What follows belongs to an exercise in optimizing a design on an open flow for small area, a short achievable clock period and few clock cycles per item; a production flow would make more cautious choices. Only simulation tests tie the RTL to the original design; equivalence was not proved.

--- flow/constraint.sdc ---
create_clock -name core_clock -period 7.0 [get_ports {clk}]
set_input_delay 1.4000 -clock core_clock [delete_from_list [all_inputs] [get_ports {clk}]]
set_output_delay 1.4000 -clock core_clock [all_outputs]
set_load 0.01 [all_outputs]
--- flow/run.sh ---
#!/bin/bash
# synth_recipe.tcl (not shown) runs the flow's synth.tcl, then flattens the netlist and writes it again
# the make line also repeats each setting of config.mk as NAME=value (left out here)
make -C /OpenROAD-flow-scripts/flow DESIGN_CONFIG=/design/flow/config.mk WORK_HOME=/design/flow/orfs CLKGATE_MAP_FILE= SYNTH_SCRIPT=/design/flow/synth_recipe.tcl finish
--- flow/config.mk ---
export PLATFORM = sky130hd
export DESIGN_NAME = aes_8_bit
export DESIGN_NICKNAME = aes_8_bit
export VERILOG_FILES = /design/flow/design.v
export SDC_FILE = /design/flow/constraint.sdc
export NUM_CORES = 4
export LEC_CHECK = 0
export CAP_MARGIN = 20
export CORE_MARGIN = 2
export CORE_UTILIZATION = 55
export SETUP_SLACK_MARGIN = 4.3
export SLEW_MARGIN = 20
--- flow/design.v ---
module aes_8_bit (rst, clk, key_in, d_in, d_out, d_vld);
    input rst, clk;
    input [7:0] key_in;
    input [7:0] d_in;
    output reg [7:0] d_out;
    output reg d_vld;
    reg [6:0] cnt;
    always @(posedge clk) begin
        if (rst) cnt <= 7'd0;
        else if (cnt != 7'd127) cnt <= cnt + 7'd1;
    end
    localparam CW = 33;
    localparam [CW-1:0] CW0 = 33'b100000010000000000000000000000001;
    wire [CW-1:0] nx;
    assign nx[0] = (cnt == 7'd0) | (cnt == 7'd1) | (cnt == 7'd2) | (cnt == 7'd3) | (cnt == 7'd4) | (cnt == 7'd5) | (cnt == 7'd6) | (cnt == 7'd7) | (cnt == 7'd8) | (cnt == 7'd9) | (cnt == 7'd10) | (cnt == 7'd11) | (cnt == 7'd12) | (cnt == 7'd13) | (cnt == 7'd14) | (cnt == 7'd15) | (cnt == 7'd16) | (cnt == 7'd17) | (cnt == 7'd18) | (cnt == 7'd19) | (cnt == 7'd20) | (cnt == 7'd21) | (cnt == 7'd22) | (cnt == 7'd23) | (cnt == 7'd24) | (cnt == 7'd25) | (cnt == 7'd26) | (cnt == 7'd27) | (cnt == 7'd28) | (cnt == 7'd29) | (cnt == 7'd30) | (cnt == 7'd31) | (cnt == 7'd32) | (cnt == 7'd33) | (cnt == 7'd34) | (cnt == 7'd35) | (cnt == 7'd36) | (cnt == 7'd37) | (cnt == 7'd38) | (cnt == 7'd39) | (cnt == 7'd40) | (cnt == 7'd41) | (cnt == 7'd42) | (cnt == 7'd43) | (cnt == 7'd44) | (cnt == 7'd45) | (cnt == 7'd46) | (cnt == 7'd47) | (cnt == 7'd48) | (cnt == 7'd49) | (cnt == 7'd50) | (cnt == 7'd51) | (cnt == 7'd52) | (cnt == 7'd53) | (cnt == 7'd54) | (cnt == 7'd55) | (cnt == 7'd56) | (cnt == 7'd57) | (cnt == 7'd58) | (cnt == 7'd59) | (cnt == 7'd60) | (cnt == 7'd61) | (cnt == 7'd62) | (cnt == 7'd63) | (cnt == 7'd64) | (cnt == 7'd65) | (cnt == 7'd66) | (cnt == 7'd67) | (cnt == 7'd68) | (cnt == 7'd69) | (cnt == 7'd70) | (cnt == 7'd71) | (cnt == 7'd72) | (cnt == 7'd73) | (cnt == 7'd77) | (cnt == 7'd81) | (cnt == 7'd85) | (cnt == 7'd89) | (cnt == 7'd90) | (cnt == 7'd91) | (cnt == 7'd92) | (cnt == 7'd93) | (cnt == 7'd94) | (cnt == 7'd95) | (cnt == 7'd96) | (cnt == 7'd97) | (cnt == 7'd98) | (cnt == 7'd99) | (cnt == 7'd100) | (cnt == 7'd101) | (cnt == 7'd102) | (cnt == 7'd103) | (cnt == 7'd104) | (cnt == 7'd105) | (cnt == 7'd106) | (cnt == 7'd107) | (cnt == 7'd108) | (cnt == 7'd109) | (cnt == 7'd110) | (cnt == 7'd111) | (cnt == 7'd112) | (cnt == 7'd113) | (cnt == 7'd114) | (cnt == 7'd115) | (cnt == 7'd116) | (cnt == 7'd117) | (cnt == 7'd118) | (cnt == 7'd119) | (cnt == 7'd120) | (cnt == 7'd121) | (cnt == 7'd122) | (cnt == 7'd123) | (cnt == 7'd124) | (cnt == 7'd125) | (cnt == 7'd126) | (cnt == 7'd127);
    assign nx[1] = (cnt == 7'd74) | (cnt == 7'd78) | (cnt == 7'd82) | (cnt == 7'd86);
    assign nx[2] = (cnt == 7'd75) | (cnt == 7'd79) | (cnt == 7'd83) | (cnt == 7'd87);
    assign nx[3] = (cnt == 7'd76) | (cnt == 7'd80) | (cnt == 7'd84) | (cnt == 7'd88);
    assign nx[4] = (cnt == 7'd73);
    assign nx[5] = (cnt == 7'd73) | (cnt == 7'd74) | (cnt == 7'd75) | (cnt == 7'd76) | (cnt == 7'd77) | (cnt == 7'd78) | (cnt == 7'd79) | (cnt == 7'd80) | (cnt == 7'd81) | (cnt == 7'd82) | (cnt == 7'd83) | (cnt == 7'd84) | (cnt == 7'd85) | (cnt == 7'd86) | (cnt == 7'd87) | (cnt == 7'd88);
    assign nx[6] = (cnt == 7'd1) | (cnt == 7'd5) | (cnt == 7'd9) | (cnt == 7'd13) | (cnt == 7'd24) | (cnt == 7'd25) | (cnt == 7'd26) | (cnt == 7'd27) | (cnt == 7'd30) | (cnt == 7'd31) | (cnt == 7'd32) | (cnt == 7'd33) | (cnt == 7'd36) | (cnt == 7'd37) | (cnt == 7'd38) | (cnt == 7'd39) | (cnt == 7'd42) | (cnt == 7'd43) | (cnt == 7'd44) | (cnt == 7'd45) | (cnt == 7'd48) | (cnt == 7'd49) | (cnt == 7'd50) | (cnt == 7'd51) | (cnt == 7'd54) | (cnt == 7'd55) | (cnt == 7'd56) | (cnt == 7'd57) | (cnt == 7'd60) | (cnt == 7'd61) | (cnt == 7'd62) | (cnt == 7'd63) | (cnt == 7'd66) | (cnt == 7'd67) | (cnt == 7'd68) | (cnt == 7'd69) | (cnt == 7'd72) | (cnt == 7'd73) | (cnt == 7'd74) | (cnt == 7'd75);
    assign nx[7] = (cnt == 7'd2) | (cnt == 7'd6) | (cnt == 7'd10) | (cnt == 7'd14) | (cnt == 7'd24) | (cnt == 7'd25) | (cnt == 7'd26) | (cnt == 7'd27) | (cnt == 7'd30) | (cnt == 7'd31) | (cnt == 7'd32) | (cnt == 7'd33) | (cnt == 7'd36) | (cnt == 7'd37) | (cnt == 7'd38) | (cnt == 7'd39) | (cnt == 7'd42) | (cnt == 7'd43) | (cnt == 7'd44) | (cnt == 7'd45) | (cnt == 7'd48) | (cnt == 7'd49) | (cnt == 7'd50) | (cnt == 7'd51) | (cnt == 7'd54) | (cnt == 7'd55) | (cnt == 7'd56) | (cnt == 7'd57) | (cnt == 7'd60) | (cnt == 7'd61) | (cnt == 7'd62) | (cnt == 7'd63) | (cnt == 7'd66) | (cnt == 7'd67) | (cnt == 7'd68) | (cnt == 7'd69) | (cnt == 7'd72) | (cnt == 7'd73) | (cnt == 7'd74) | (cnt == 7'd75);
    assign nx[8] = (cnt == 7'd3) | (cnt == 7'd7) | (cnt == 7'd11) | (cnt == 7'd15) | (cnt == 7'd24) | (cnt == 7'd25) | (cnt == 7'd26) | (cnt == 7'd27) | (cnt == 7'd30) | (cnt == 7'd31) | (cnt == 7'd32) | (cnt == 7'd33) | (cnt == 7'd36) | (cnt == 7'd37) | (cnt == 7'd38) | (cnt == 7'd39) | (cnt == 7'd42) | (cnt == 7'd43) | (cnt == 7'd44) | (cnt == 7'd45) | (cnt == 7'd48) | (cnt == 7'd49) | (cnt == 7'd50) | (cnt == 7'd51) | (cnt == 7'd54) | (cnt == 7'd55) | (cnt == 7'd56) | (cnt == 7'd57) | (cnt == 7'd60) | (cnt == 7'd61) | (cnt == 7'd62) | (cnt == 7'd63) | (cnt == 7'd66) | (cnt == 7'd67) | (cnt == 7'd68) | (cnt == 7'd69) | (cnt == 7'd72) | (cnt == 7'd73) | (cnt == 7'd74) | (cnt == 7'd75);
    assign nx[9] = (cnt == 7'd4) | (cnt == 7'd8) | (cnt == 7'd12) | (cnt == 7'd16) | (cnt == 7'd24) | (cnt == 7'd25) | (cnt == 7'd26) | (cnt == 7'd27) | (cnt == 7'd30) | (cnt == 7'd31) | (cnt == 7'd32) | (cnt == 7'd33) | (cnt == 7'd36) | (cnt == 7'd37) | (cnt == 7'd38) | (cnt == 7'd39) | (cnt == 7'd42) | (cnt == 7'd43) | (cnt == 7'd44) | (cnt == 7'd45) | (cnt == 7'd48) | (cnt == 7'd49) | (cnt == 7'd50) | (cnt == 7'd51) | (cnt == 7'd54) | (cnt == 7'd55) | (cnt == 7'd56) | (cnt == 7'd57) | (cnt == 7'd60) | (cnt == 7'd61) | (cnt == 7'd62) | (cnt == 7'd63) | (cnt == 7'd66) | (cnt == 7'd67) | (cnt == 7'd68) | (cnt == 7'd69) | (cnt == 7'd72) | (cnt == 7'd73) | (cnt == 7'd74) | (cnt == 7'd75);
    assign nx[10] = (cnt == 7'd1) | (cnt == 7'd2) | (cnt == 7'd3) | (cnt == 7'd4) | (cnt == 7'd24) | (cnt == 7'd30) | (cnt == 7'd36) | (cnt == 7'd42) | (cnt == 7'd48) | (cnt == 7'd54) | (cnt == 7'd60) | (cnt == 7'd66) | (cnt == 7'd72);
    assign nx[11] = (cnt == 7'd5) | (cnt == 7'd6) | (cnt == 7'd7) | (cnt == 7'd8) | (cnt == 7'd25) | (cnt == 7'd31) | (cnt == 7'd37) | (cnt == 7'd43) | (cnt == 7'd49) | (cnt == 7'd55) | (cnt == 7'd61) | (cnt == 7'd67) | (cnt == 7'd73);
    assign nx[12] = (cnt == 7'd9) | (cnt == 7'd10) | (cnt == 7'd11) | (cnt == 7'd12) | (cnt == 7'd26) | (cnt == 7'd32) | (cnt == 7'd38) | (cnt == 7'd44) | (cnt == 7'd50) | (cnt == 7'd56) | (cnt == 7'd62) | (cnt == 7'd68) | (cnt == 7'd74);
    assign nx[13] = (cnt == 7'd13) | (cnt == 7'd14) | (cnt == 7'd15) | (cnt == 7'd16) | (cnt == 7'd27) | (cnt == 7'd33) | (cnt == 7'd39) | (cnt == 7'd45) | (cnt == 7'd51) | (cnt == 7'd57) | (cnt == 7'd63) | (cnt == 7'd69) | (cnt == 7'd75);
    assign nx[14] = (cnt == 7'd17) | (cnt == 7'd18) | (cnt == 7'd19) | (cnt == 7'd20) | (cnt == 7'd64);
    assign nx[15] = (cnt == 7'd22) | (cnt == 7'd64) | (cnt == 7'd70);
    assign nx[16] = (cnt == 7'd28) | (cnt == 7'd70);
    assign nx[17] = (cnt == 7'd34) | (cnt == 7'd64);
    assign nx[18] = (cnt == 7'd40) | (cnt == 7'd64) | (cnt == 7'd70);
    assign nx[19] = (cnt == 7'd46) | (cnt == 7'd70);
    assign nx[20] = (cnt == 7'd52);
    assign nx[21] = (cnt == 7'd58);
    assign nx[22] = (cnt == 7'd76) | (cnt == 7'd80) | (cnt == 7'd84) | (cnt == 7'd88);
    assign nx[23] = (cnt == 7'd17) | (cnt == 7'd22) | (cnt == 7'd28) | (cnt == 7'd34) | (cnt == 7'd40) | (cnt == 7'd46) | (cnt == 7'd52) | (cnt == 7'd58) | (cnt == 7'd64) | (cnt == 7'd70);
    assign nx[24] = (cnt == 7'd17) | (cnt == 7'd18) | (cnt == 7'd19) | (cnt == 7'd20) | (cnt == 7'd22) | (cnt == 7'd23) | (cnt == 7'd24) | (cnt == 7'd25) | (cnt == 7'd28) | (cnt == 7'd29) | (cnt == 7'd30) | (cnt == 7'd31) | (cnt == 7'd34) | (cnt == 7'd35) | (cnt == 7'd36) | (cnt == 7'd37) | (cnt == 7'd40) | (cnt == 7'd41) | (cnt == 7'd42) | (cnt == 7'd43) | (cnt == 7'd46) | (cnt == 7'd47) | (cnt == 7'd48) | (cnt == 7'd49) | (cnt == 7'd52) | (cnt == 7'd53) | (cnt == 7'd54) | (cnt == 7'd55) | (cnt == 7'd58) | (cnt == 7'd59) | (cnt == 7'd60) | (cnt == 7'd61) | (cnt == 7'd64) | (cnt == 7'd65) | (cnt == 7'd66) | (cnt == 7'd67) | (cnt == 7'd70) | (cnt == 7'd71) | (cnt == 7'd72) | (cnt == 7'd73);
    assign nx[25] = (cnt == 7'd0) | (cnt == 7'd1) | (cnt == 7'd2) | (cnt == 7'd3) | (cnt == 7'd4) | (cnt == 7'd5) | (cnt == 7'd6) | (cnt == 7'd7) | (cnt == 7'd8) | (cnt == 7'd9) | (cnt == 7'd10) | (cnt == 7'd11) | (cnt == 7'd12) | (cnt == 7'd13) | (cnt == 7'd14) | (cnt == 7'd15) | (cnt == 7'd16) | (cnt == 7'd17) | (cnt == 7'd18) | (cnt == 7'd19) | (cnt == 7'd20) | (cnt == 7'd21) | (cnt == 7'd22) | (cnt == 7'd26) | (cnt == 7'd27) | (cnt == 7'd28) | (cnt == 7'd32) | (cnt == 7'd33) | (cnt == 7'd34) | (cnt == 7'd38) | (cnt == 7'd39) | (cnt == 7'd40) | (cnt == 7'd44) | (cnt == 7'd45) | (cnt == 7'd46) | (cnt == 7'd50) | (cnt == 7'd51) | (cnt == 7'd52) | (cnt == 7'd56) | (cnt == 7'd57) | (cnt == 7'd58) | (cnt == 7'd62) | (cnt == 7'd63) | (cnt == 7'd64) | (cnt == 7'd68) | (cnt == 7'd69) | (cnt == 7'd70) | (cnt == 7'd74) | (cnt == 7'd75) | (cnt == 7'd76) | (cnt == 7'd89) | (cnt == 7'd90) | (cnt == 7'd91) | (cnt == 7'd92) | (cnt == 7'd93) | (cnt == 7'd94) | (cnt == 7'd95) | (cnt == 7'd96) | (cnt == 7'd97) | (cnt == 7'd98) | (cnt == 7'd99) | (cnt == 7'd100) | (cnt == 7'd101) | (cnt == 7'd102) | (cnt == 7'd103) | (cnt == 7'd104) | (cnt == 7'd105) | (cnt == 7'd106) | (cnt == 7'd107) | (cnt == 7'd108) | (cnt == 7'd109) | (cnt == 7'd110) | (cnt == 7'd111) | (cnt == 7'd112) | (cnt == 7'd113) | (cnt == 7'd114) | (cnt == 7'd115) | (cnt == 7'd116) | (cnt == 7'd117) | (cnt == 7'd118) | (cnt == 7'd119) | (cnt == 7'd120) | (cnt == 7'd121) | (cnt == 7'd122) | (cnt == 7'd123) | (cnt == 7'd124) | (cnt == 7'd125) | (cnt == 7'd126) | (cnt == 7'd127);
    assign nx[26] = (cnt == 7'd23) | (cnt == 7'd29) | (cnt == 7'd35) | (cnt == 7'd41) | (cnt == 7'd47) | (cnt == 7'd53) | (cnt == 7'd59) | (cnt == 7'd65) | (cnt == 7'd71) | (cnt == 7'd77) | (cnt == 7'd78) | (cnt == 7'd79) | (cnt == 7'd80);
    assign nx[27] = (cnt == 7'd24) | (cnt == 7'd30) | (cnt == 7'd36) | (cnt == 7'd42) | (cnt == 7'd48) | (cnt == 7'd54) | (cnt == 7'd60) | (cnt == 7'd66) | (cnt == 7'd72) | (cnt == 7'd81) | (cnt == 7'd82) | (cnt == 7'd83) | (cnt == 7'd84);
    assign nx[28] = (cnt == 7'd25) | (cnt == 7'd31) | (cnt == 7'd37) | (cnt == 7'd43) | (cnt == 7'd49) | (cnt == 7'd55) | (cnt == 7'd61) | (cnt == 7'd67) | (cnt == 7'd73) | (cnt == 7'd85) | (cnt == 7'd86) | (cnt == 7'd87) | (cnt == 7'd88);
    assign nx[29] = (cnt == 7'd22) | (cnt == 7'd23) | (cnt == 7'd24) | (cnt == 7'd25) | (cnt == 7'd28) | (cnt == 7'd29) | (cnt == 7'd30) | (cnt == 7'd31) | (cnt == 7'd34) | (cnt == 7'd35) | (cnt == 7'd36) | (cnt == 7'd37) | (cnt == 7'd40) | (cnt == 7'd41) | (cnt == 7'd42) | (cnt == 7'd43) | (cnt == 7'd46) | (cnt == 7'd47) | (cnt == 7'd48) | (cnt == 7'd49) | (cnt == 7'd52) | (cnt == 7'd53) | (cnt == 7'd54) | (cnt == 7'd55) | (cnt == 7'd58) | (cnt == 7'd59) | (cnt == 7'd60) | (cnt == 7'd61) | (cnt == 7'd64) | (cnt == 7'd65) | (cnt == 7'd66) | (cnt == 7'd67) | (cnt == 7'd70) | (cnt == 7'd71) | (cnt == 7'd72) | (cnt == 7'd73);
    assign nx[30] = (cnt == 7'd20);
    assign nx[31] = (cnt == 7'd15) | (cnt == 7'd20) | (cnt == 7'd26) | (cnt == 7'd32) | (cnt == 7'd38) | (cnt == 7'd44) | (cnt == 7'd50) | (cnt == 7'd56) | (cnt == 7'd62) | (cnt == 7'd68);
    assign nx[32] = (cnt == 7'd0) | (cnt == 7'd1) | (cnt == 7'd2) | (cnt == 7'd3) | (cnt == 7'd4) | (cnt == 7'd5) | (cnt == 7'd6) | (cnt == 7'd7) | (cnt == 7'd8) | (cnt == 7'd9) | (cnt == 7'd10) | (cnt == 7'd11) | (cnt == 7'd12) | (cnt == 7'd13) | (cnt == 7'd14);
    reg [CW-1:0] cw;
    always @(posedge clk) cw <= rst ? CW0 : nx;
    wire        ld      = cw[32];
    wire        p1_key  = cw[31];
    wire        p1_knew = cw[30];       
    wire        p1_dat  = cw[29];
    wire [3:0]  gsel    = cw[28:25];    
    wire        k_step  = cw[24];
    wire        k_step0 = cw[23];
    wire        k_rot   = cw[22];
    wire [7:0]  rcv     = cw[21:14];
    wire [3:0]  s_col   = cw[13:10];
    wire [3:0]  s_row   = cw[9:6];
    wire        outp    = cw[5];
    wire        first   = cw[4];        
    wire [3:0]  orow    = cw[3:0];      
    reg [7:0] S [0:3][0:3];    
    reg [31:0] K0, K1, K2, K3;  
    reg [31:0] P1;
    reg [47:0] P2;
    function [7:0] xt;
        input [7:0] b;
        xt = {b[6:0], 1'b0} ^ (b[7] ? 8'h1b : 8'h00);
    endfunction
    reg [7:0] spare;
    always @(posedge clk) spare <= S[1][0];
    function [7:0] sel4;
        input [3:0] s;
        input [7:0] a0, a1, a2, a3;
        sel4 = ({8{s[0]}} & a0) | ({8{s[1]}} & a1) | ({8{s[2]}} & a2) | ({8{s[3]}} & a3);
    endfunction
    wire [7:0] g0 = sel4(gsel,                 S[0][0], S[0][1], S[0][2], S[0][3]);
    wire [7:0] g1 = sel4({gsel[2:0], gsel[3]},   spare,   S[1][1], S[1][2], S[1][3]);
    wire [7:0] g2 = sel4({gsel[1:0], gsel[3:2]}, S[2][0], S[2][1], S[2][2], S[2][3]);
    wire [7:0] g3 = sel4({gsel[0], gsel[3:1]},   S[3][0], S[3][1], S[3][2], S[3][3]);
    wire [7:0] mt = g0 ^ g1 ^ g2 ^ g3;
    wire [7:0] m0 = g0 ^ mt ^ xt(g0 ^ g1);
    wire [7:0] m1 = g1 ^ mt ^ xt(g1 ^ g2);
    wire [7:0] m2 = g2 ^ mt ^ xt(g2 ^ g3);
    wire [7:0] m3 = g3 ^ mt ^ xt(g3 ^ g0);
    wire [31:0] xr = {m0, m1, m2, m3} ^ K0;      
    wire [31:0] xo = {g0, g1, g2, g3} ^ K0;      
    wire [7:0] x0in = d_in ^ key_in;
    wire [31:0] knew;
    wire [31:0] kiss = p1_knew ? knew : K3;
    wire [31:0] p1_in = p1_dat ? xr :
                        p1_key ? {kiss[23:16], kiss[15:8], kiss[7:0], kiss[31:24]} :
                        {4{x0in}};
    wire [31:0] p1_lin;
    genvar l;
    generate
        for (l = 0; l < 4; l = l + 1) begin : lin
            sbox_lin u0 (p1_in[31-8*l -: 8], p1_lin[31-8*l -: 8]);
        end
    endgenerate
    always @(posedge clk) P1 <= p1_lin;
    wire [47:0] mid;
    wire [31:0] sb;
    generate
        for (l = 0; l < 4; l = l + 1) begin : lane
            sbox_s1 u1 (P1[31-8*l -: 8], mid[47-12*l -: 12]);
            sbox_s2 u2 (P2[47-12*l -: 12], sb[31-8*l -: 8]);
        end
    endgenerate
    always @(posedge clk) P2 <= mid;
    integer i, j;
    always @(posedge clk) begin
        for (i = 0; i < 4; i = i + 1)
            for (j = 0; j < 4; j = j + 1)
                if (s_row[i] & s_col[j]) S[i][j] <= sb[31-8*i -: 8];
    end
    assign knew = K0 ^ (k_step0 ? (sb ^ {rcv, 24'h0}) : (k_rot ? 32'h0 : K3));
    always @(posedge clk) begin
        if (ld) begin
            case (cnt[1:0])
                2'd0: begin
                    if (cnt[3:2] != 2'd0) begin
                        K0 <= K1; K1 <= K2; K2 <= K3;
                    end
                    K3[31:24] <= key_in;
                end
                2'd1: K3[23:16] <= key_in;
                2'd2: K3[15:8] <= key_in;
                2'd3: K3[7:0] <= key_in;
            endcase
        end else if (k_step | k_rot) begin
            K0 <= K1; K1 <= K2; K2 <= K3; K3 <= knew;
        end
    end
    always @(posedge clk) begin
        d_out <= first ? (S[0][0] ^ K1[31:24])
                       : sel4(orow, xo[31:24], xo[23:16], xo[15:8], xo[7:0]);
        if (rst) d_vld <= 1'b0;
        else if (outp) d_vld <= 1'b1;
    end
endmodule
module GF_SQ_2 ( A, Q );
    input [1:0] A;
    output [1:0] Q;
    assign Q = { A[0], A[1] };
endmodule
module GF_MULS_2 ( A, ab, B, cd, Y );
    input [1:0] A;
    input ab;
    input [1:0] B;
    input cd;
    output [1:0] Y;
    wire abcd, p, q;
    assign abcd = ~(ab & cd);  
    assign p = (~(A[1] & B[1])) ^ abcd;
    assign q = (~(A[0] & B[0])) ^ abcd;
    assign Y = { p, q };
endmodule
module GF_MULS_SCL_2 ( A, ab, B, cd, Y );
    input [1:0] A;
    input ab;
    input [1:0] B;
    input cd;
    output [1:0] Y;
    wire t, p, q;
    assign t = ~(A[0] & B[0]);  
    assign p = (~(ab & cd)) ^ t;
    assign q = (~(A[1] & B[1])) ^ t;
    assign Y = { p, q };
endmodule
module GF_INV_4 ( X, Y );
input [3:0] X;
output [3:0] Y;
    wire [1:0] a, b, c, d, p, q;
    wire sa, sb, sd;  
    assign a = X[3:2];
    assign b = X[1:0];
    assign sa = a[1] ^ a[0];
    assign sb = b[1] ^ b[0];
    assign c = {  
    ~(a[1] | b[1]) ^ (~(sa & sb)) ,
    ~(sa | sb) ^ (~(a[0] & b[0])) };
    GF_SQ_2 dinv( c, d);
    assign sd = d[1] ^ d[0];
    GF_MULS_2 pmul(d, sd, b, sb, p);
    GF_MULS_2 qmul(d, sd, a, sa, q);
    assign Y = { p, q };
endmodule
module GF_MULS_4 ( A, a1, Al, Ah, aa, B, b1, Bl, Bh, bb, Q );
    input [3:0] A;
    input [1:0] a1;
    input Al;
    input Ah;
    input aa;
    input [3:0] B;
    input [1:0] b1;
    input Bl;
    input Bh;
    input bb;
    output [3:0] Q;
    wire [1:0] ph, pl, p;
    GF_MULS_2 himul(A[3:2], Ah, B[3:2], Bh, ph);
    GF_MULS_2 lomul(A[1:0], Al, B[1:0], Bl, pl);
    GF_MULS_SCL_2 summul( a1, aa, b1, bb, p);
    assign Q = { (ph ^ p), (pl ^ p) };
endmodule
module GF_INV_8 ( X, Y );
    input [7:0] X;
    output [7:0] Y;
    wire [3:0] a, b, c, d, p, q;
    wire [1:0] sa, sb, sd;  
    wire al, ah, aa, bl, bh, bb, dl, dh, dd;  
    wire c1, c2, c3;  
    assign a = X[7:4];
    assign b = X[3:0];
    assign sa = a[3:2] ^ a[1:0];
    assign sb = b[3:2] ^ b[1:0];
    assign al = a[1] ^ a[0];
    assign ah = a[3] ^ a[2];
    assign aa = sa[1] ^ sa[0];
    assign bl = b[1] ^ b[0];
    assign bh = b[3] ^ b[2];
    assign bb = sb[1] ^ sb[0];
    assign c1 = ~(ah & bh);
    assign c2 = ~(sa[0] & sb[0]);
    assign c3 = ~(aa & bb);
    assign c = { 
    (~(sa[0] | sb[0]) ^ (~(a[3] & b[3]))) ^ c1 ^ c3 ,
    (~(sa[1] | sb[1]) ^ (~(a[2] & b[2]))) ^ c1 ^ c2 ,
    (~(al | bl) ^ (~(a[1] & b[1]))) ^ c2 ^ c3 ,
    (~(a[0] | b[0]) ^ (~(al & bl))) ^ (~(sa[1] & sb[1])) ^ c2 };
    GF_INV_4 dinv( c, d);
    assign sd = d[3:2] ^ d[1:0];
    assign dl = d[1] ^ d[0];
    assign dh = d[3] ^ d[2];
    assign dd = sd[1] ^ sd[0];
    GF_MULS_4 pmul(d, sd, dl, dh, dd, b, sb, bl, bh, bb, p);
    GF_MULS_4 qmul(d, sd, dl, dh, dd, a, sa, al, ah, aa, q);
    assign Y = { p, q };
endmodule
module bSbox ( A, Q );
    input [7:0] A;
    output [7:0] Q;
    wire [7:0] B, C;
    wire R1, R2, R3, R4, R5, R6, R7, R8, R9;
    wire T1, T2, T3, T4, T5, T6, T7, T8, T9;
    assign R1 = A[7] ^ A[5] ;
    assign R2 = A[7] ^ A[4] ;
    assign R3 = A[6] ^ A[0] ;
    assign R4 = A[5] ^ R3 ;
    assign R5 = A[4] ^ R4 ;
    assign R6 = A[3] ^ A[0] ;
    assign R7 = A[2] ^ R1 ;
    assign R8 = A[1] ^ R3 ;
    assign R9 = A[3] ^ R8 ;
    assign B[7] = R7 ^ R8 ;
    assign B[6] = R5 ;
    assign B[5] = A[1] ^ R4 ;
    assign B[4] = R1 ^ R3 ;
    assign B[3] = A[1] ^ R2 ^ R6 ;
    assign B[2] = A[0] ;
    assign B[1] = R4 ;
    assign B[0] = A[2] ^ R9 ;
    GF_INV_8 inv( B, C );
    assign T1 = C[7] ^ C[3] ;
    assign T2 = C[6] ^ C[4] ;
    assign T3 = C[6] ^ C[0] ;
    assign T4 = C[5] ^ C[3] ;
    assign T5 = C[5] ^ T1 ;
    assign T6 = C[5] ^ C[1] ;
    assign T7 = C[4] ^ T6 ;
    assign T8 = C[2] ^ T4 ;
    assign T9 = C[1] ^ T2 ;
    assign Q[7] = T4 ;
    assign Q[6] = ~T1 ;
    assign Q[5] = ~T3 ;
    assign Q[4] = T5 ;
    assign Q[3] = T2 ^ T5 ;
    assign Q[2] = T3 ^ T8 ;
    assign Q[1] = ~T7 ;
    assign Q[0] = ~T9 ;
endmodule
module sbox_lin ( A, B );
    input [7:0] A;
    output [7:0] B;
    wire R1, R2, R3, R4, R5, R6, R7, R8, R9;
    assign R1 = A[7] ^ A[5] ;
    assign R2 = A[7] ^ A[4] ;
    assign R3 = A[6] ^ A[0] ;
    assign R4 = A[5] ^ R3 ;
    assign R5 = A[4] ^ R4 ;
    assign R6 = A[3] ^ A[0] ;
    assign R7 = A[2] ^ R1 ;
    assign R8 = A[1] ^ R3 ;
    assign R9 = A[3] ^ R8 ;
    assign B[7] = R7 ^ R8 ;
    assign B[6] = R5 ;
    assign B[5] = A[1] ^ R4 ;
    assign B[4] = R1 ^ R3 ;
    assign B[3] = A[1] ^ R2 ^ R6 ;
    assign B[2] = A[0] ;
    assign B[1] = R4 ;
    assign B[0] = A[2] ^ R9 ;
endmodule
module sbox_s1 ( B, M );
    input [7:0] B;
    output [11:0] M;  
    wire [3:0] a, b, c, d;
    wire [1:0] sa, sb;
    wire al, ah, aa, bl, bh, bb, c1, c2, c3;
    assign a = B[7:4];
    assign b = B[3:0];
    assign sa = a[3:2] ^ a[1:0];
    assign sb = b[3:2] ^ b[1:0];
    assign al = a[1] ^ a[0];
    assign ah = a[3] ^ a[2];
    assign aa = sa[1] ^ sa[0];
    assign bl = b[1] ^ b[0];
    assign bh = b[3] ^ b[2];
    assign bb = sb[1] ^ sb[0];
    assign c1 = ~(ah & bh);
    assign c2 = ~(sa[0] & sb[0]);
    assign c3 = ~(aa & bb);
    assign c = {
    (~(sa[0] | sb[0]) ^ (~(a[3] & b[3]))) ^ c1 ^ c3 ,
    (~(sa[1] | sb[1]) ^ (~(a[2] & b[2]))) ^ c1 ^ c2 ,
    (~(al | bl) ^ (~(a[1] & b[1]))) ^ c2 ^ c3 ,
    (~(a[0] | b[0]) ^ (~(al & bl))) ^ (~(sa[1] & sb[1])) ^ c2 };
    GF_INV_4 dinv( c, d);
    assign M = {d, a, b};
endmodule
module sbox_s2 ( M, Q );
    input [11:0] M;
    output [7:0] Q;
    wire [3:0] a, b, d, p, q;
    wire [1:0] sa, sb, sd;
    wire al, ah, aa, bl, bh, bb, dl, dh, dd;
    wire [7:0] C;
    wire T1, T2, T3, T4, T5, T6, T7, T8, T9;
    assign d = M[11:8];
    assign a = M[7:4];
    assign b = M[3:0];
    assign sa = a[3:2] ^ a[1:0];
    assign sb = b[3:2] ^ b[1:0];
    assign al = a[1] ^ a[0];
    assign ah = a[3] ^ a[2];
    assign aa = sa[1] ^ sa[0];
    assign bl = b[1] ^ b[0];
    assign bh = b[3] ^ b[2];
    assign bb = sb[1] ^ sb[0];
    assign sd = d[3:2] ^ d[1:0];
    assign dl = d[1] ^ d[0];
    assign dh = d[3] ^ d[2];
    assign dd = sd[1] ^ sd[0];
    GF_MULS_4 pmul(d, sd, dl, dh, dd, b, sb, bl, bh, bb, p);
    GF_MULS_4 qmul(d, sd, dl, dh, dd, a, sa, al, ah, aa, q);
    assign C = { p, q };
    assign T1 = C[7] ^ C[3] ;
    assign T2 = C[6] ^ C[4] ;
    assign T3 = C[6] ^ C[0] ;
    assign T4 = C[5] ^ C[3] ;
    assign T5 = C[5] ^ T1 ;
    assign T6 = C[5] ^ C[1] ;
    assign T7 = C[4] ^ T6 ;
    assign T8 = C[2] ^ T4 ;
    assign T9 = C[1] ^ T2 ;
    assign Q[7] = T4 ;
    assign Q[6] = ~T1 ;
    assign Q[5] = ~T3 ;
    assign Q[4] = T5 ;
    assign Q[3] = T2 ^ T5 ;
    assign Q[2] = T3 ^ T8 ;
    assign Q[1] = ~T7 ;
    assign Q[0] = ~T9 ;
endmodule
==> flow_metrics.py, run 1 <==
metrics = {
    "run_status": {
        "status": "complete, no violations",
    },
    "die": {
        "dieArea_sq_mm": 0.0444,
        "boundaryPins": 27,
        "start_util_pct": 55.9,
        "core-area_sq_mm": 0.0420,
        "fp-row-count": 75,
        "die_y_um": 211,
        "die_w_um": 211,
    },
    "clock_network": {
        "ctsHtreeMaxLevel": 2,
        "clockBufferDepth": 3,
        "cts_tree": "yes",
        "cts_buffers": 42,
        "worst_setup_hold_path_clk_slew_ns": 0.07,
        "cts_sinks": 392,
        "ctsRootBufferMaster": "clkbuf_16",
        "clkLatencyLatePin_ns": 0.59,
    },
    "synth": {
        "netlist-cell-type-count": 88,
        "muxShareOfSynthArea_pct": 2.03,
        "synth_compound_area_share_pct": 17.2,
        "synthAdderAreaFrac_pct": 0.213,
        "avgSynthCellArea_sq_um": 10.1,
        "syn_area_sq_mm": 0.0235,
        "yosysSeqAreaShare_pct": 44.3,
        "synth_area_leader_cell": "edfxtp_1",
        "synth_nets": 2356,
        "synth-main-ff-cell": "edfxtp_1",
        "synth_top_area_share_pct": 32.7,
        "synthSimpleGateAreaFrac_pct": 10.8,
        "async_reset_ff_share_pct": 0,
        "synth_cells": 2334,
        "synth_seq_cells": 392,
        "yosysWarningCount": 2,
        "synth-xor-area-share_pct": 21.5,
        "synth_top_family_by_area": "XOR/XNOR gates",
        "synth_area_leaders": "edfxtp_1 33%, dfxtp_1 12%, xnor2_1 10%",
        "synth_edf_count": 256,
    },
    "grt": {
        "overflow": 0,
        "grt_pass1_vias": 18100,
        "grt_pass1_wl_um": 111000,
        "antenna_found_initial": 2,
        "grt_max_degree": 51,
        "gr-usage-all-layers_pct": 33.5,
    },
    "worst_setup_path": {
        "crit_path_cell_trace": "clkinv_4 -> nor2_1 -> buf_4 -> nand2_1 -> a2111oi_2 -> nor2_1 -> nand3_1 -> xnor3_2 -> xor2_4 -> xor2_2",
        "crit_buf_inv": 2,
        "cp.required_ns": 7.49,
        "setup.worst_path.start_class": "flip-flop",
        "critPathMaxFanout": 29,
        "critPathTopFamily": "simple AND/OR/NAND/NOR gates",
        "critical_path_class": "reg2reg",
        "critPathMostFrequentCell": "nor2_1",
        "cp.arrival_ns": 3.67,
        "cp_slowest_cell": "dfxtp_4",
        "cp-end-kind": "flip-flop",
        "max_stage_delay_ns": 0.60,
    },
    "timing": {
        "skew_ns": 0.0280,
        "timing.setup.tns_ns": 0,
        "drv_slew": 0,
        "post-route-min-period_ns": 3.18,
        "final_hold_viol_count": 0,
        "report.final.setup_viol": 0,
        "tightest_slew_ns": 1.06,
        "clock.fmax_mhz": 314,
        "period_share_pct": 45.5,
        "rsz0062_at_grt": "yes",
        "slew-limit-headroom_pct": 28.2,
    },
    "route": {
        "via_per_inst": 6.32,
        "drt_iter0_markers": 2229,
        "final_antenna_net_count": 0,
        "vias": 19000,
        "route.detailed.drc": 0,
        "wl_per_cell_um": 25.2,
        "dr.pass1.iters": 6,
        "wl_um": 75700,
    },
    "placement": {
        "gp_congestion": 1.01,
        "port_buffers": 26,
        "place_inst": 2757,
        "dpl.hpwl_um": 50100,
    },
    "finish": {
        "fin_cells": 3010,
        "area_delta_synth_final_pct": 24.4,
        "num_antenna_cells": 0,
        "fin_nets": 2459,
        "drive_above_1_share_pct": 27.0,
        "layout_commonest_cell": "edfxtp_1",
        "layout_common_cells": "256 x edfxtp_1, 214 x xnor2_1, 165 x o21ai_0, 159 x buf_4, 152 x nand2_1",
    },
    "run": {
        "drv_cap": 0,
    },
    "hold_path": {
        "min_path_type": "reg2reg",
    },
}
-- cells by family (layout without fill, tap and decap cells) --
family / Yosys count / in the layout
buffers and inverters: 225 / 360
flip-flops: 392 / 392
AND/OR/NAND/NOR: 538 / 540
adder cells (fa/ha/maj): 4 / 4
XOR/XNOR: 506 / 506
multiplexers: 45 / 45
AO/OA/AOI/OAI: 624 / 624
-- synth_stat cells (9+ instances only) --
cell type and number:
xnor2_1 278, dfxtp_1 136, nor2_1 147, nand3_1 47
xor2_2 9, a22oi_1 116, o21ai_0 187, clkbuf_1 117
nand2_1 168, o22ai_1 26, a221oi_1 10, xnor3_1 24
o211ai_1 11, a22o_1 14, a21oi_1 127, a211oi_1 12
a31oi_1 23, nor3_1 38, inv_1 53, buf_2 28
and3_1 9, nand2b_1 32, mux2_2 22, a32oi_1 12
xor2_1 177, o221ai_1 9, edfxtp_1 256, mux2i_1 23
and2_1 25, nor2b_1 19, buf_1 14
-- sequential cells by signal, summed over array words and instances, names as in the netlist --
signal,count
K0,32
K1,32
K2,32
K3,32
P1,32
P2,48
S,128
cnt,7
cw,32
d_out,8
d_vld,1
spare,8
-- path summary, 6_finish.rpt --
check | from | to | slack [ns] | cells after the start
hold reg to reg | S[4][5] | spare[5] | 0.34 | 0
setup reg to reg | cw[23] | P1[7] | 3.82 | 10
setup / recovery | cw[23] | P1[7] | 3.82 | 10
hold / removal | S[4][5] | spare[5] | 0.34 | 0
-- metal layers --
metal / vias to the layer above / GRT usage, % / part of all wire, % / wire, um
met4: 0 / 13.5 / 4.0 / 3000
met5: - / 0 / 0 / 0
met3: 203 / 6.99 / 9.1 / 6880
li1: 8542 / - / - / -
met2: 1003 / 52.4 / 46 / 34700
met1: 9287 / 45.9 / 41 / 31100
-- worst reg2reg max path, stage by stage, from the launching register on --
cell	delay, ns
dfxtp_4	0.60
clkinv_4	0.33
nor2_1	0.40
buf_4	0.33
nand2_1	0.15
a2111oi_2	0.25
nor2_1	0.11
nand3_1	0.15
xnor3_2	0.42
xor2_4	0.19
xor2_2	0.17
-- what timing repair did --
action,CTS,global route
endpoints found under the setup margin,200,117
buffers inserted,119,54
gates resized for setup,349,119
hold buffers,0,0
pin swaps,125,80
cloned,2,0
-- final cells by class --
| cell class | count | area [sq um] |
|---|---|---|
| Multi-Input combinational cell | 1719 | 14300 |
| Inverter | 57 | 233 |
| Clock buffer | 50 | 1140 |
| Clock inverter | 28 | 355 |
| Fill cell | 3114 | 12800 |
| Sequential cell | 392 | 10600 |
| Tap cell | 539 | 674 |
| Timing Repair Buffer | 225 | 1960 |
-- stage by stage --
step / util (%) / setup slack [ns] / hold WS [ns] / area, sq um
final: 69.6 / 3.82 / 0.342 / 29300
after global routing: 69.6 / 3.69 / 0.354 / 29300
after CTS: 67.3 / 3.85 / 0.341 / 28300
after detailed placement: 57.6 / 2.90 / 0.327 / 24200
after global placement: 57.6 / 2.97 / 0.323 / 24200
after floorplan: - / 3.87 / 0.323 / 23800
Testbench counts, summed over its fixed seeds: cycles 46,592, blocks 512.
==> run 2, diff against run 1 <==
--- a/flow/config.mk
+++ b/flow/config.mk
@@ -8,5 +8,5 @@
 export CAP_MARGIN = 20
 export CORE_MARGIN = 2
 export CORE_UTILIZATION = 55
-export SETUP_SLACK_MARGIN = 4.3
+export SETUP_SLACK_MARGIN = 4.2
 export SLEW_MARGIN = 20
==> flow_metrics.py, run 2 <==
metrics = {
    "run_status": {
        "status": "complete, no violations",
    },
    "timing": {
        "tightest_slew_ns": 1.05,
        "period_share_pct": 45.7,
        "final_hold_viol_count": 0,
        "drv_slew": 0,
        "report.final.setup_viol": 0,
        "slew-limit-headroom_pct": 29.8,
        "clock.fmax_mhz": 313,
        "post-route-min-period_ns": 3.20,
        "rsz0062_at_grt": "yes",
        "skew_ns": 0.0256,
        "hold_slack_ns": 0.341,
        "timing.setup.tns_ns": 0,
    },
    "die": {
        "fp-row-count": 75,
        "start_util_pct": 55.9,
        "die_w_um": 211,
        "die_y_um": 211,
        "dieArea_sq_mm": 0.0444,
        "core-area_sq_mm": 0.0420,
        "boundaryPins": 27,
    },
    "synth": {
        "synth_seq_cells": 392,
        "async_reset_ff_share_pct": 0,
        "netlist-cell-type-count": 88,
        "synth_nets": 2356,
        "synth.most_common_cell": "xnor2_1",
        "synth_edf_count": 256,
        "synth_top_area_share_pct": 32.7,
        "yosysSeqAreaShare_pct": 44.3,
        "avgSynthCellArea_sq_um": 10.1,
        "yosysWarningCount": 2,
        "synth_area_leader_cell": "edfxtp_1",
        "synth_cells": 2334,
        "ys_top_cells_by_count": "278 x xnor2_1, 256 x edfxtp_1, 187 x o21ai_0, 177 x xor2_1, 168 x nand2_1",
        "syn_area_sq_mm": 0.0235,
        "synth_area_leaders": "edfxtp_1 33%, dfxtp_1 12%, xnor2_1 10%",
        "synth-main-ff-cell": "edfxtp_1",
    },
    "finish": {
        "num_antenna_cells": 0,
        "drive_above_1_share_pct": 26.9,
        "layout.cell_area.non_filler_sq_mm": 0.0296,
        "area_delta_synth_final_pct": 25.7,
        "largest_reg_flops": 128,
        "layout_commonest_cell": "edfxtp_1",
        "fin_nets": 2476,
        "layout_common_cells": "256 x edfxtp_1, 218 x xnor2_1, 166 x o21ai_0, 166 x buf_4, 151 x nand2_1",
        "regMostFlops": "S",
        "final_util_pct": 70.3,
        "fillers": 3019,
        "top_regs": "S: 128 flops, P2: 48 flops",
    },
    "worst_setup_path": {
        "worst-path-stages": 13,
        "cp_slowest_cell": "xor3_2",
        "critPathTopFamily": "XOR/XNOR gates",
        "cp.arrival_ns": 3.68,
        "critPathMaxFanout": 4,
        "r2r-end": "P1[8]",
        "critPathMostFrequentCell": "buf_6",
        "max_stage_delay_ns": 0.57,
        "r2r-start": "P2[5]",
        "crit_path_cell_trace": "xnor2_4 -> buf_4 -> and2_4 -> a221oi_4 -> buf_6 -> xor3_2 -> xnor2_2 -> a21oi_2 -> o22a_4 -> xor2_4 -> buf_6 -> xor2_2 -> xnor2_1",
        "cp.required_ns": 7.49,
        "crit_buf_inv": 3,
        "rr_worst_depth": 13,
        "setup.worst_path.start_class": "flip-flop",
        "crit_path_end": "P1[8]",
        "cp-end-kind": "flip-flop",
        "ff2ff_setup_slack_ns": 3.80,
        "crit_start": "P2[5]",
        "critical_path_class": "reg2reg",
    },
    "clock_network": {
        "cts_sinks": 392,
        "ctsRootBufferMaster": "clkbuf_16",
        "ctsHtreeMaxLevel": 2,
        "worst_setup_hold_path_clk_slew_ns": 0.06,
        "clockBufferDepth": 3,
        "hold_buffers": 0,
        "cts_tree": "yes",
        "cts_buffers": 44,
        "clkLatencyLatePin_ns": 0.59,
    },
    "grt": {
        "overflow": 0,
        "gr-usage-all-layers_pct": 34.7,
        "grt_pass1_vias": 18300,
        "use_met1_pct": 48.3,
        "use_met3_pct": 6.48,
        "grt_max_degree": 51,
        "grt.busiest_layer": "met2",
        "grt.met2_usage_pct": 53.9,
        "grt_pass1_wl_um": 115000,
        "antenna_found_initial": 3,
    },
    "run": {
        "drv_cap": 0,
    },
    "route": {
        "vias": 19400,
        "wl_per_cell_um": 26.1,
        "wl_um": 79000,
        "via_per_inst": 6.40,
        "route.detailed.drc": 0,
        "final_antenna_net_count": 0,
        "drt_iter0_markers": 2454,
        "dr.pass1.iters": 6,
    },
    "placement": {
        "dpl.hpwl_um": 50800,
        "port_buffers": 26,
        "place_area_sq_mm": 0.0242,
        "gp_congestion": 0.984,
    },
    "hold_path": {
        "min_path_type": "reg2reg",
    },
}
[run 2: changes by cell type in the layout (fill, tap and decap cells not counted), moves of 3 or more]
| cell | before | now |
|---|---|---|
| xnor2_4 | 25 | 29 |
| xnor2_1 | 214 | 218 |
| o21ai_2 | 12 | 8 |
| clkinv_1 | 4 | 12 |
| buf_4 | 159 | 166 |
| clkbuf_16 | 43 | 46 |
| xor2_4 | 24 | 29 |
| clkinv_2 | 9 | 5 |
| xnor2_2 | 48 | 40 |
| dlygate4sd2_1 | 13 | 16 |
| buf_6 | 27 | 33 |
| xor2_2 | 29 | 22 |
[run 2: cells by family (layout without fill, tap and decap cells)]
logic type | count (synthesis) | in the layout | synth area share (%)
buffers and inverters | 225 | 378 | 3.92
and+or+nand+nor | 538 | 540 | 10.8
DFF | 392 | 392 | 44.3
AOI/OAI and AO/OA | 624 | 624 | 17.2
xor gates and xnor gates | 506 | 506 | 21.5
muxes | 45 | 45 | 2.03
adders and majority gates | 4 | 4 | 0.213
[run 2: worst min path at each step]
stage / start / endpoint / slack, ns / depth (start not counted)
2_1_floorplan: S[4][0] / spare[0] / 0.32 / 0
3_3_place_gp: S[4][5] / spare[5] / 0.32 / 0
3_5_place_dp: S[4][4] / spare[4] / 0.33 / 0
4_1_cts: S[4][4] / spare[4] / 0.34 / 0
5_1_grt: S[4][2] / spare[2] / 0.34 / 0
6_report: S[4][2] / spare[2] / 0.34 / 0
[run 2: stage by stage]
step,instances,setup WS [ns]
6_report,3028,3.80
5_1_grt,3028,3.72
4_1_cts,2965,3.83
3_5_place_dp,2755,2.94
3_3_place_gp,2755,2.97
2_1_floorplan,2334,3.87
[run 2: repair_timing]
item                                    CTS  global route
pin swaps                               133            65
resized for setup                       359           127
setup buffers                           126            63
cloned                                    3             0
endpoints found under the setup margin  187           107
[run 2: final cells by class]
type                       count  area [sq um]  share of cell area (%)
clock buffer                  53          1200                    4.05
inverter                      57           230                   0.779
multi-input combinational   1719         14500                    49.0
sequential                   392         10600                    35.7
tap                          539           674                    2.28
timing repair buffer         239          2140                    7.22
timing repair inverter         1          5.00                  0.0169
clock inverter                28           285                   0.965
[run 2: metal layers]
metal  vias up  wire length, um
met5         -               15
met4         2             3210
met3       202             7300
met2      1026            36100
met1      9552            32300
li1       8606                -
[run 2: worst reg2reg max path: stages, from the launching register on]
cell and delay (ns):
dfxtp_4 0.37, xnor2_4 0.16, buf_4 0.14, and2_4 0.15, a221oi_4 0.25, buf_6 0.19
xor3_2 0.57, xnor2_2 0.19, a21oi_2 0.21, o22a_4 0.22, xor2_4 0.19, buf_6 0.14
xor2_2 0.17, xnor2_1 0.16
==> run 3, diff against run 2 <==
--- a/flow/design.v
+++ b/flow/design.v
@@ -88,8 +88,7 @@
     wire [31:0] xr = {m0, m1, m2, m3} ^ K0;      
     wire [31:0] xo = {g0, g1, g2, g3} ^ K0;      
     wire [7:0] x0in = d_in ^ key_in;
-    wire [31:0] knew;
-    wire [31:0] kiss = p1_knew ? knew : K3;
+    wire [31:0] kiss = K3 ^ (K0 & {32{p1_knew}});
     wire [31:0] p1_in = p1_dat ? xr :
                         p1_key ? {kiss[23:16], kiss[15:8], kiss[7:0], kiss[31:24]} :
                         {4{x0in}};
@@ -116,7 +115,7 @@
             for (j = 0; j < 4; j = j + 1)
                 if (s_row[i] & s_col[j]) S[i][j] <= sb[31-8*i -: 8];
     end
-    assign knew = K0 ^ (k_step0 ? (sb ^ {rcv, 24'h0}) : (k_rot ? 32'h0 : K3));
+    wire [31:0] knew = K0 ^ (k_step0 ? (sb ^ {rcv, 24'h0}) : (k_rot ? 32'h0 : K3));
     always @(posedge clk) begin
         if (ld) begin
             case (cnt[1:0])
--- a/flow/config.mk
+++ b/flow/config.mk
@@ -8,5 +8,5 @@
 export CAP_MARGIN = 20
 export CORE_MARGIN = 2
 export CORE_UTILIZATION = 55
-export SETUP_SLACK_MARGIN = 4.2
+export SETUP_SLACK_MARGIN = 4.3
 export SLEW_MARGIN = 20
==> flow_metrics.py, run 3 <==
metrics = {
    "run_status": {
        "status": "complete, no violations",
    },
    "route": {
        "route.detailed.drc": 0,
        "wl_um": 66800,
        "final_antenna_net_count": 0,
        "via_per_inst": 6.16,
        "vias": 16600,
        "dr.pass1.iters": 7,
        "wl_per_cell_um": 24.8,
        "drt_iter0_markers": 1878,
    },
    "worst_setup_path": {
        "cp-end-kind": "flip-flop",
        "setup.worst_path.start_class": "flip-flop",
        "cp.required_ns": 7.49,
        "cp.arrival_ns": 3.37,
        "crit_start": "cw[25]",
        "r2r-start": "cw[25]",
        "critPathMaxFanout": 8,
        "critical_path_class": "reg2reg",
    },
    "finish": {
        "top_regs": "S: 128 flops, P2: 48 flops",
        "layout_commonest_cell": "edfxtp_1",
        "drive_above_1_share_pct": 26.1,
        "num_antenna_cells": 0,
        "area_delta_synth_final_pct": 23.8,
        "fin_nets": 2163,
        "largest_reg_flops": 128,
        "layout.cell_area.non_filler_sq_mm": 0.0268,
        "regMostFlops": "S",
        "layout_common_cells": "256 x edfxtp_1, 184 x xnor2_1, 159 x xor2_1, 136 x buf_4, 134 x o21ai_0",
    },
    "synth": {
        "synth_top_area_share_pct": 35.5,
        "synth_top_family_by_area": "XOR/XNOR gates",
        "synth-main-ff-cell": "edfxtp_1",
        "synthSimpleGateAreaFrac_pct": 9.45,
        "synth_compound_area_share_pct": 15.3,
        "avgSynthCellArea_sq_um": 10.7,
        "muxShareOfSynthArea_pct": 2.47,
        "synthAdderAreaFrac_pct": 0.231,
        "syn_area_sq_mm": 0.0217,
        "synth_area_leader_cell": "edfxtp_1",
        "synth.most_common_cell": "edfxtp_1",
        "netlist-cell-type-count": 66,
        "synth_area_leaders": "edfxtp_1 36%, dfxtp_1 13%, xnor2_1 10%",
        "async_reset_ff_share_pct": 0,
        "yosysSeqAreaShare_pct": 48.1,
        "synth_nets": 2052,
        "ys_top_cells_by_count": "256 x edfxtp_1, 255 x xnor2_1, 196 x xor2_1, 140 x a22oi_1, 140 x o21ai_0",
        "synth-xor-area-share_pct": 21.3,
        "synth_seq_cells": 392,
        "yosysWarningCount": 2,
        "synth_edf_count": 256,
        "synth_cells": 2030,
    },
    "clock_network": {
        "ctsHtreeMaxLevel": 2,
        "ctsRootBufferMaster": "clkbuf_16",
        "worst_setup_hold_path_clk_slew_ns": 0.06,
        "cts_sinks": 392,
        "cts_buffers": 44,
        "hold_buffers": 0,
        "clkLatencyLatePin_ns": 0.58,
        "cts_tree": "yes",
        "clockBufferDepth": 3,
    },
    "grt": {
        "grt_pass1_wl_um": 96000,
        "grt_pass1_vias": 15400,
        "antenna_found_initial": 4,
        "grt_max_degree": 61,
        "gr-usage-all-layers_pct": 31.2,
        "overflow": 0,
    },
    "run": {
        "drv_cap": 0,
    },
    "die": {
        "start_util_pct": 55.9,
        "die_y_um": 202,
        "dieArea_sq_mm": 0.0410,
        "fp-row-count": 72,
        "die_w_um": 202,
        "core-area_sq_mm": 0.0387,
        "boundaryPins": 27,
    },
    "hold_path": {
        "min_path_type": "reg2reg",
        "holdCritStartpoint": "S[4][5]",
    },
    "placement": {
        "dpl.hpwl_um": 43600,
        "port_buffers": 26,
        "gp_congestion": 0.947,
        "place_area_sq_mm": 0.0223,
    },
    "timing": {
        "clock.fmax_mhz": 348,
        "tightest_slew_ns": 1.09,
        "final_hold_viol_count": 0,
        "drv_slew": 0,
        "timing.setup.tns_ns": 0,
        "slew-limit-headroom_pct": 27.3,
        "rsz0062_at_grt": "yes",
        "period_share_pct": 41.1,
        "post-route-min-period_ns": 2.88,
        "report.final.setup_viol": 0,
        "skew_ns": 0.0142,
    },
}
==> run 3: cell count changes after synthesis, sizes merged, moves of 10 or more <==
cell,before,now
buf,51,29
o21ai,191,141
xor2,186,207
xnor2,287,264
nand2,169,130
a31oi,23,4
a21oi,128,117
and3,9,39
nor2,147,116
nand3,47,19
a22oi,116,147
clkbuf,117,91
xnor3,24,14
inv,53,43
==> run 3: timing repair <==
| action | in CTS | in global routing |
|---|---|---|
| pin swaps | 85 | 102 |
| resized for setup | 230 | 163 |
| gates cloned | 2 | 2 |
| endpoints found under the setup margin | 165 | 128 |
| buffers inserted | 57 | 77 |
| hold endpoints to repair | 0 | 0 |
==> run 3: worst paths after layout <==
path / end / slack [ns] / depth (start not counted)
setup / recovery: P1[5] / 4.12 / 12
hold reg to reg: spare[5] / 0.34 / 0
hold / removal: spare[5] / 0.34 / 0
setup reg to reg: P1[5] / 4.12 / 12
==> run 3: metal layers <==
metal  part of all wire, %  wire [um]  up-vias  global-route usage, %
li1                      -          -     7469                      -
met1                    42      28100     8169                   45.0
met2                    45      30200      797                   48.7
met3                   8.7       5840      163                   4.76
met4                   4.0       2680        0                   9.44
met5                     0          0        -                      0
==> run 3: metrics by stage <==
stage / setup WS, ns / util (%) / std cells / hold slack (ns)
after floorplan: 4.02 / - / 2030 / 0.323
after global placement: 3.41 / 57.5 / 2475 / 0.324
after detailed placement: 3.33 / 57.5 / 2475 / 0.327
after CTS: 4.16 / 65.4 / 2615 / 0.339
after global routing: 4.09 / 69.2 / 2694 / 0.344
final: 4.12 / 69.2 / 2694 / 0.338
==> run 3: layout make-up <==
class	count	area, sq um
clock buffers	57	1220
clock inverters	24	190
fillers	2834	11900
inverters	43	171
multi-input cells	1475	12400
flip-flops and latches	392	10500
well taps	518	648
repair buffers	185	1630
==> run 3: worst max-delay path: stages (launching register included) <==
cell and delay, ns:
dfxtp_4 0.41, buf_16 0.19, a22oi_2 0.27, nand2_4 0.14, buf_4 0.16, buf_4 0.16, xnor2_2 0.17, xnor3_1 0.32
a22oi_4 0.29, xnor2_2 0.11, xnor2_2 0.27, buf_6 0.18, xnor2_2 0.13
==> run 3: cell families after synthesis <==
logic type,Yosys count
flops,392
xor+xnor,485
buf+inv,163
simple gates,425
fa+ha+maj,4
mux,50
compound gates,511
Testbench counts of run 3, summed over its fixed seeds: cycles 46,592, blocks 512.
==> run 4, diff against run 3 <==
--- a/flow/config.mk
+++ b/flow/config.mk
@@ -7,6 +7,6 @@
 export LEC_CHECK = 0
 export CAP_MARGIN = 20
 export CORE_MARGIN = 2
-export CORE_UTILIZATION = 55
+export CORE_UTILIZATION = 50
 export SETUP_SLACK_MARGIN = 4.3
 export SLEW_MARGIN = 20
==> flow_metrics.py, run 4 <==
metrics = {
    "run_status": {
        "status": "complete, no violations",
    },
    "timing": {
        "rsz0062_at_grt": "yes",
        "clock.fmax_mhz": 361,
        "timing.setup.tns_ns": 0,
        "period_share_pct": 39.6,
        "skew_ns": 0.0172,
        "hold_slack_ns": 0.342,
        "report.final.setup_viol": 0,
        "tightest_slew_ns": 1.09,
        "post-route-min-period_ns": 2.77,
        "slew-limit-headroom_pct": 27.3,
        "drv_slew": 0,
        "final_hold_viol_count": 0,
    },
    "worst_setup_path": {
        "cp-end-kind": "flip-flop",
        "setup.worst_path.start_class": "input port",
        "critPathMaxFanout": 4,
        "cp.arrival_ns": 3.26,
        "cp.required_ns": 7.49,
        "critical_path_class": "in2reg",
    },
    "synth": {
        "synth_nets": 2052,
        "yosysSeqAreaShare_pct": 48.1,
        "synthAdderAreaFrac_pct": 0.231,
        "synth_area_leaders": "edfxtp_1 36%, dfxtp_1 13%, xnor2_1 10%",
        "syn_area_sq_mm": 0.0217,
        "synth.most_common_cell": "edfxtp_1",
        "synth_edf_count": 256,
        "synthSimpleGateAreaFrac_pct": 9.45,
        "netlist-cell-type-count": 66,
        "muxShareOfSynthArea_pct": 2.47,
        "synth_area_leader_cell": "edfxtp_1",
        "synth_seq_cells": 392,
        "async_reset_ff_share_pct": 0,
        "avgSynthCellArea_sq_um": 10.7,
        "synth-main-ff-cell": "edfxtp_1",
        "synth_cells": 2030,
        "synth_top_area_share_pct": 35.5,
        "synth_top_family_by_area": "XOR/XNOR gates",
        "synth_compound_area_share_pct": 15.3,
        "synth-xor-area-share_pct": 21.3,
        "ys_top_cells_by_count": "256 x edfxtp_1, 255 x xnor2_1, 196 x xor2_1, 140 x a22oi_1, 140 x o21ai_0",
        "yosysWarningCount": 2,
    },
    "finish": {
        "layout_common_cells": "256 x edfxtp_1, 193 x xnor2_1, 164 x xor2_1, 135 x o21ai_0, 126 x buf_4",
        "largest_reg_flops": 128,
        "drive_above_1_share_pct": 25.2,
        "final_util_pct": 62.3,
        "top_regs": "S: 128 flops, P2: 48 flops",
        "layout_commonest_cell": "edfxtp_1",
        "fin_nets": 2153,
        "regMostFlops": "S",
        "layout.cell_area.non_filler_sq_mm": 0.0267,
        "area_delta_synth_final_pct": 23.3,
        "num_antenna_cells": 0,
    },
    "die": {
        "die_w_um": 212,
        "start_util_pct": 50.5,
        "die_y_um": 212,
        "core-area_sq_mm": 0.0429,
        "dieArea_sq_mm": 0.0450,
        "boundaryPins": 27,
        "fp-row-count": 76,
    },
    "grt": {
        "grt_max_degree": 56,
        "gr-usage-all-layers_pct": 29.1,
        "overflow": 0,
        "antenna_found_initial": 2,
        "grt_pass1_wl_um": 96700,
        "grt_pass1_vias": 15400,
    },
    "clock_network": {
        "ctsHtreeMaxLevel": 2,
        "cts_tree": "yes",
        "ctsRootBufferMaster": "clkbuf_16",
        "cts_buffers": 43,
        "worst_setup_hold_path_clk_slew_ns": 0.06,
        "clkLatencyLatePin_ns": 0.57,
        "cts_sinks": 392,
        "clockBufferDepth": 3,
        "hold_buffers": 0,
    },
    "route": {
        "via_per_inst": 5.93,
        "wl_um": 66500,
        "drt_iter0_markers": 1947,
        "route.detailed.drc": 0,
        "final_antenna_net_count": 0,
        "wl_per_cell_um": 24.2,
        "dr.pass1.iters": 8,
        "vias": 16300,
    },
    "run": {
        "drv_cap": 0,
    },
    "hold_path": {
        "min_path_type": "reg2reg",
    },
    "placement": {
        "gp_congestion": 0.943,
        "place_area_sq_mm": 0.0224,
        "dpl.hpwl_um": 44300,
        "port_buffers": 26,
    },
}
==> run 4: cell type report <==
class / count / area [sq um]
clock buffers: 60 / 1240
clock inverters: 19 / 175
fillers: 3372 / 16200
inverters: 43 / 171
multi-input cells: 1475 / 12300
flip-flops and latches: 392 / 10500
well taps: 585 / 732
repair buffers: 176 / 1570
==> run 4: logic make-up after synthesis <==
kind of cell / Yosys count
simple gates: 425
buf+inv: 163
fa+ha+maj: 4
compound gates: 511
flops: 392
xor+xnor: 485
mux: 50
==> run 4: metrics by stage <==
stage / setup slack [ns] / instances
after global placement: 3.30 / 2542
after global routing: 4.15 / 2750
final: 4.23 / 2750
after floorplan: 4.02 / 2030
after CTS: 4.24 / 2687
after detailed placement: 3.26 / 2542
==> run 4: timing repair <==
item                                    CTS  global route
pin swaps                                76            81
gates resized for setup                 232           130
endpoints found under the setup margin  158           124
hold endpoints to repair                  0             0
cloned                                    1             3
setup buffers                            65            60
==> run 4: layer usage <==
metal  routed length (um)  GRT usage, %  up-vias
met2                30700          45.3      684
met4                 2180          9.83        0
li1                     -             -     7446
met1                28500          41.3     8042
met5                    0             0        -
met3                 5170          4.73      130
==> run 4: worst max-delay path: stages <==
cell and delay [ns]:
clkdlybuf4s50_1 0.55, xor2_1 0.16, nor2_1 0.08, nor2_4 0.23
a22oi_1 0.15, xnor2_2 0.28, xor2_1 0.26, xnor2_1 0.15
==> run 4: path summary, 6_finish.rpt <==
kind	startpoint	endpoint	slack, ns	cells past startpoint
hold / removal	S[4][6]	spare[6]	0.34	0
setup / recovery	key_in[2]	P1[8]	4.23	8
setup reg to reg	cw[27]	P1[8]	4.24	10
hold reg to reg	S[4][6]	spare[6]	0.34	0

[separate check: timing with driven ports]
Ports are ideal in the flow. The routed layouts listed here were re-timed in OpenROAD. Step 1 assumes that a clkbuf_16 drives the clock port and a buf_2 every other input. Step 2, shift: input delay + t, output delay - t, t = (earliest + latest rising clock arrival at the registers) / 2. This alone moves slack from input paths to output paths. a / b / c = ideal / step 1 / step 2; a / b = the first two.
| run | shift t [ns] | slack for setup (ns) | worst hold slack (ns) | latest minus earliest clock arrival (ns) |
|---|---|---|---|---|
| run 1 | 0.641 | 3.815 / 3.815 / 3.256 | 0.342 / 0.342 / 0.342 | 0.028 / 0.028 |
| run 2 | 0.641 | 3.802 / 3.802 / 3.227 | 0.341 / 0.341 / 0.341 | 0.027 / 0.027 |
| run 3 | 0.625 | 4.123 / 4.123 / 3.693 | 0.338 / 0.338 / 0.338 | 0.015 / 0.015 |
| run 4 | 0.627 | 4.227 / 4.239 / 3.635 | 0.342 / 0.342 / 0.342 | 0.018 / 0.017 |
After both steps every run listed still meets setup and hold. The setup slack of run 4, which loses most, moves by +0.012 ns with the drivers and by -0.592 ns with both steps.
